This design comes from an exercise in tuning for small area and a short achievable clock period on the open sky130 flow, not from production work.
Function was checked by simulation only, so behaviour that the tests miss may differ from the original.
Power is estimated from default activity; no workload was simulated.

## lane 1
==> flow/design.v <==
module PE(
    input wire CLK,
    input wire RESET,
    input wire EN,
    input wire SELECTOR,
    input wire W_EN,
    input wire signed [7:0] active_left,
    output reg signed [7:0] active_right,
    input wire signed [15:0] in_sum,
    output reg signed [15:0] out_sum,
    input wire signed [7:0] in_weight_above,
    output wire signed [7:0] out_weight_below
    );
    reg signed [7:0] weight_1;
    reg signed [7:0] weight_2;
    wire sel2 = EN & SELECTOR;
    wire sel1 = EN & ~SELECTOR;
    wire [7:0] w_use = ({8{sel2}} & weight_2) | ({8{sel1}} & weight_1);
    wire [15:0] s_in = EN ? in_sum : out_sum;
    wire pp_0_0 = w_use[0] & active_left[0];
    wire pp_0_1 = w_use[0] & active_left[1];
    wire pp_0_2 = w_use[0] & active_left[2];
    wire pp_0_3 = w_use[0] & active_left[3];
    wire pp_0_4 = w_use[0] & active_left[4];
    wire pp_0_5 = w_use[0] & active_left[5];
    wire pp_0_6 = w_use[0] & active_left[6];
    wire pp_0_7 = ~(w_use[0] & active_left[7]);
    wire pp_1_0 = w_use[1] & active_left[0];
    wire pp_1_1 = w_use[1] & active_left[1];
    wire pp_1_2 = w_use[1] & active_left[2];
    wire pp_1_3 = w_use[1] & active_left[3];
    wire pp_1_4 = w_use[1] & active_left[4];
    wire pp_1_5 = w_use[1] & active_left[5];
    wire pp_1_6 = w_use[1] & active_left[6];
    wire pp_1_7 = ~(w_use[1] & active_left[7]);
    wire pp_2_0 = w_use[2] & active_left[0];
    wire pp_2_1 = w_use[2] & active_left[1];
    wire pp_2_2 = w_use[2] & active_left[2];
    wire pp_2_3 = w_use[2] & active_left[3];
    wire pp_2_4 = w_use[2] & active_left[4];
    wire pp_2_5 = w_use[2] & active_left[5];
    wire pp_2_6 = w_use[2] & active_left[6];
    wire pp_2_7 = ~(w_use[2] & active_left[7]);
    wire pp_3_0 = w_use[3] & active_left[0];
    wire pp_3_1 = w_use[3] & active_left[1];
    wire pp_3_2 = w_use[3] & active_left[2];
    wire pp_3_3 = w_use[3] & active_left[3];
    wire pp_3_4 = w_use[3] & active_left[4];
    wire pp_3_5 = w_use[3] & active_left[5];
    wire pp_3_6 = w_use[3] & active_left[6];
    wire pp_3_7 = ~(w_use[3] & active_left[7]);
    wire pp_4_0 = w_use[4] & active_left[0];
    wire pp_4_1 = w_use[4] & active_left[1];
    wire pp_4_2 = w_use[4] & active_left[2];
    wire pp_4_3 = w_use[4] & active_left[3];
    wire pp_4_4 = w_use[4] & active_left[4];
    wire pp_4_5 = w_use[4] & active_left[5];
    wire pp_4_6 = w_use[4] & active_left[6];
    wire pp_4_7 = ~(w_use[4] & active_left[7]);
    wire pp_5_0 = w_use[5] & active_left[0];
    wire pp_5_1 = w_use[5] & active_left[1];
    wire pp_5_2 = w_use[5] & active_left[2];
    wire pp_5_3 = w_use[5] & active_left[3];
    wire pp_5_4 = w_use[5] & active_left[4];
    wire pp_5_5 = w_use[5] & active_left[5];
    wire pp_5_6 = w_use[5] & active_left[6];
    wire pp_5_7 = ~(w_use[5] & active_left[7]);
    wire pp_6_0 = w_use[6] & active_left[0];
    wire pp_6_1 = w_use[6] & active_left[1];
    wire pp_6_2 = w_use[6] & active_left[2];
    wire pp_6_3 = w_use[6] & active_left[3];
    wire pp_6_4 = w_use[6] & active_left[4];
    wire pp_6_5 = w_use[6] & active_left[5];
    wire pp_6_6 = w_use[6] & active_left[6];
    wire pp_6_7 = ~(w_use[6] & active_left[7]);
    wire pp_7_0 = ~(w_use[7] & active_left[0]);
    wire pp_7_1 = ~(w_use[7] & active_left[1]);
    wire pp_7_2 = ~(w_use[7] & active_left[2]);
    wire pp_7_3 = ~(w_use[7] & active_left[3]);
    wire pp_7_4 = ~(w_use[7] & active_left[4]);
    wire pp_7_5 = ~(w_use[7] & active_left[5]);
    wire pp_7_6 = ~(w_use[7] & active_left[6]);
    wire pp_7_7 = w_use[7] & active_left[7];
    wire s1, c2;
    assign {c2, s1} = pp_0_1 + pp_1_0 + s_in[1];
    wire s3, c4;
    assign {c4, s3} = pp_0_2 + pp_1_1 + pp_2_0;
    wire s5, c6;
    assign {c6, s5} = s_in[2] + c2 + s3;
    wire s7, c8;
    assign {c8, s7} = pp_0_3 + pp_1_2 + pp_2_1;
    wire s9, c10;
    assign {c10, s9} = pp_3_0 + s_in[3] + c4;
    wire s11, c12;
    assign {c12, s11} = s7 + c6 + s9;
    wire s13, c14;
    assign {c14, s13} = pp_0_4 + pp_1_3 + pp_2_2;
    wire s15, c16;
    assign {c16, s15} = pp_3_1 + pp_4_0 + s_in[4];
    wire s17, c18;
    assign {c18, s17} = c8 + s13 + s15;
    wire s19, c20;
    assign {c20, s19} = c10 + s17 + c12;
    wire s21, c22;
    assign {c22, s21} = pp_0_5 + pp_1_4 + pp_2_3;
    wire s23, c24;
    assign {c24, s23} = pp_3_2 + pp_4_1 + pp_5_0;
    wire s25, c26;
    assign {c26, s25} = s_in[5] + c14 + c16;
    wire s27, c28;
    assign {c28, s27} = s21 + s23 + c18;
    wire s29, c30;
    assign {c30, s29} = s25 + s27 + c20;
    wire s31, c32;
    assign {c32, s31} = pp_0_6 + pp_1_5 + pp_2_4;
    wire s33, c34;
    assign {c34, s33} = pp_3_3 + pp_4_2 + pp_5_1;
    wire s35, c36;
    assign {c36, s35} = pp_6_0 + s_in[6] + c22;
    wire s37, c38;
    assign {c38, s37} = c24 + s31 + s33;
    wire s39, c40;
    assign {c40, s39} = c26 + s35 + s37;
    wire s41, c42;
    assign {c42, s41} = c28 + s39 + c30;
    wire s43, c44;
    assign {c44, s43} = pp_0_7 + pp_1_6 + pp_2_5;
    wire s45, c46;
    assign {c46, s45} = pp_3_4 + pp_4_3 + pp_5_2;
    wire s47, c48;
    assign {c48, s47} = pp_6_1 + pp_7_0 + s_in[7];
    wire s49, c50;
    assign {c50, s49} = c32 + c34 + s43;
    wire s51, c52;
    assign {c52, s51} = s45 + s47 + c36;
    wire s53, c54;
    assign {c54, s53} = c38 + s49 + s51;
    wire s55, c56;
    assign {c56, s55} = c40 + s53 + c42;
    wire s57, c58;
    assign {c58, s57} = pp_1_7 + pp_2_6 + pp_3_5;
    wire s59, c60;
    assign {c60, s59} = pp_4_4 + pp_5_3 + pp_6_2;
    wire s61, c62;
    assign {c62, s61} = pp_7_1 + s_in[8] + 1'b1;
    wire s63, c64;
    assign {c64, s63} = c44 + c46 + c48;
    wire s65, c66;
    assign {c66, s65} = s57 + s59 + s61;
    wire s67, c68;
    assign {c68, s67} = c50 + s63 + s65;
    wire s69, c70;
    assign {c70, s69} = c52 + s67 + c54;
    wire s71, c72;
    assign {c72, s71} = pp_2_7 + pp_3_6 + pp_4_5;
    wire s73, c74;
    assign {c74, s73} = pp_5_4 + pp_6_3 + pp_7_2;
    wire s75, c76;
    assign {c76, s75} = s_in[9] + c58 + c60;
    wire s77, c78;
    assign {c78, s77} = c62 + s71 + s73;
    wire s79, c80;
    assign {c80, s79} = c64 + c66 + s75;
    wire s81, c82;
    assign {c82, s81} = s77 + c68 + s79;
    wire s83, c84;
    assign {c84, s83} = pp_3_7 + pp_4_6 + pp_5_5;
    wire s85, c86;
    assign {c86, s85} = pp_6_4 + pp_7_3 + s_in[10];
    wire s87, c88;
    assign {c88, s87} = c72 + c74 + s83;
    wire s89, c90;
    assign {c90, s89} = s85 + c76 + c78;
    wire s91, c92;
    assign {c92, s91} = s87 + c80 + s89;
    wire s93, c94;
    assign {c94, s93} = pp_4_7 + pp_5_6 + pp_6_5;
    wire s95, c96;
    assign {c96, s95} = pp_7_4 + s_in[11] + c84;
    wire s97, c98;
    assign {c98, s97} = c86 + s93 + c88;
    wire s99, c100;
    assign {c100, s99} = s95 + c90 + s97;
    wire s101, c102;
    assign {c102, s101} = pp_5_7 + pp_6_6 + pp_7_5;
    wire s103, c104;
    assign {c104, s103} = s_in[12] + c94 + s101;
    wire s105, c106;
    assign {c106, s105} = c96 + s103 + c98;
    wire s107, c108;
    assign {c108, s107} = pp_6_7 + pp_7_6 + s_in[13];
    wire s109, c110;
    assign {c110, s109} = c102 + s107 + c104;
    wire s111, c112;
    assign {c112, s111} = pp_7_7 + s_in[14] + c108;
    wire [15:0] rx = {s_in[15], c110, c106, c100, c92, c82, c70, c56, s55, s41, s29, s19, s11, s5, s1, pp_0_0};
    wire [15:0] ry = {c112, s111, s109, s105, s99, s91, s81, s69, 1'b0, 1'b0, 1'b0, 1'b0, 1'b0, 1'b0, 1'b0, s_in[0]};
    wire [15:0] rs = rx + ry;
    wire [15:0] sum = rs ^ 16'h8000;
    always @(negedge RESET or posedge CLK) begin
        if (~RESET) begin
            out_sum <= 0;
            active_right <= 0;
            weight_1 <= 0;
            weight_2 <= 0;
        end else begin
            out_sum <= sum;
            if (EN) active_right <= active_left;
            if (EN & W_EN &  SELECTOR) weight_1 <= in_weight_above;
            if (EN & W_EN & ~SELECTOR) weight_2 <= in_weight_above;
        end
    end
    assign out_weight_below = SELECTOR ? weight_1 : weight_2;
endmodule
==> flow/config.mk <==
export PLATFORM = sky130hd
export DESIGN_NAME = PE
export DESIGN_NICKNAME = PE
export VERILOG_FILES = /design/flow/design.v
export SDC_FILE = /design/flow/constraint.sdc
export NUM_CORES = 4
export LEC_CHECK = 0
export CAP_MARGIN = 20
export CORE_MARGIN = 2
export CORE_UTILIZATION = 40
export GPL_TIMING_DRIVEN = 0
export SETUP_SLACK_MARGIN = 0
export SLEW_MARGIN = 20
==> flow/constraint.sdc <==
create_clock -name core_clock -period 5.5 [get_ports {CLK}]
set_input_delay 1.1000 -clock core_clock [delete_from_list [all_inputs] [get_ports {CLK}]]
set_output_delay 1.1000 -clock core_clock [all_outputs]
set_load 0.01 [all_outputs]
standard.sh (not shown) runs the stock make flow with config.mk's settings and CLKGATE_MAP_FILE= SYNTH_SCRIPT=/design/flow/synth_recipe.tcl, a recipe that flattens the netlist after the stock synthesis.
==> flow/flow/run.sh <==
#!/bin/bash
# Standard layout, but the port buffers are the smallest buffer cell.
set -euo pipefail
export BUFFER_PORTS_ARGS="-buffer_cell sky130_fd_sc_hd__buf_1"
bash standard.sh finish > flow_standard.log 2>&1
Setup changes, lane 1 to lane 2
- a change of SETUP_SLACK_MARGIN from 0 to 0.5
- a deleted GPL_TIMING_DRIVEN that had been 0
==> flow/run.sh (new file) <==
#!/bin/bash
# synth_recipe.tcl (not shown) runs the flow's synth.tcl, then flattens the netlist and writes it again
# the make line also repeats each setting of config.mk as NAME=value (left out here)
make -C /OpenROAD-flow-scripts/flow DESIGN_CONFIG=/design/flow/config.mk WORK_HOME=/design/flow/orfs CLKGATE_MAP_FILE= SYNTH_SCRIPT=/design/flow/synth_recipe.tcl finish
removed: flow/flow/run.sh
removed: flow/standard.sh
Notes after the runs:
- Going from lane 1 to lane 2, worst hold slack went up by 4.8 ps; via count picked up an extra about 5.4%; global router's overall resource usage has increased; instance count on the critical path up 1; worst-case headroom to the max-slew limit went up.
- Lane 1 has a lower total design power than lane 2.
- The largest fanout on the critical path in lane 2 was lower than what lane 1 gave.
- Largest net degree at the start of global routing (lower): lane 1
- Lane 2 vs lane 1 — portion of total power attributed to the clock network dropped 1.4 points.
The following lists how lane 3 was set up differently from lane 2:
- GPL_TIMING_DRIVEN: unset -> 0
- SETUP_SLACK_MARGIN: 0.5 -> 0
==> comparison <==
- Lane 3 reports a lower combinational share of power than lane 2 does.
- Count of input and output buffers in lane 3 is 4 lower than in lane 2
- The fraction of the cycle the final worst path needs reported for lane 3 is greater than that of lane 2 by 1.8 points.
- Lane 3: all stages complete, timing, DRC and antenna checks passed
- Lane 2 has higher number of cells on the critical path than lane 3.
- Lane 3 against lane 2; post-route standard cell area excluding fillers is down by a little under 10%.
- From lane 2 to lane 3 the numbers moved as follows: setup slack after layout down 100 ps, post-layout minimum cycle time climbed 100 ps, final cell count dropped 43.

[port drivers added, routing unchanged]
Ports are ideal in the flow. The routed layouts listed here were re-timed in OpenROAD.
Step 1 (the two cells are an assumption about what drives the block):
set clk [get_ports {CLK}]
set_driving_cell -lib_cell sky130_fd_sc_hd__clkbuf_16 $clk
set_driving_cell -lib_cell sky130_fd_sc_hd__buf_2 [delete_from_list [all_inputs] $clk]
Step 2 adds t to the input delays and takes it off the output delays; t is the mean of the earliest and latest rising clock arrival at the registers after step 1. Input paths then give back, and output paths get back, about the clock's delay inside the block.
Slacks: ideal ports / drivers / drivers and shift; pairs: ideal ports / drivers.
| run | t (ns) | slack for setup (ns) | worst register clock-pin slew, ns |
|---|---|---|---|
| lane 1 | 0.328 | 0.076 / 0.056 / -0.271 | 0.09 / 0.09 |
| lane 2 | 0.334 | 0.179 / 0.179 / -0.155 | 0.10 / 0.10 |
| lane 3 | 0.329 | 0.078 / 0.070 / -0.258 | 0.10 / 0.10 |
Met with ideal ports but missed after step 2: setup timing in every run listed. For lane 1, which loses most, drivers alone change the setup slack by -0.020 ns; drivers and shift together by -0.347 ns.
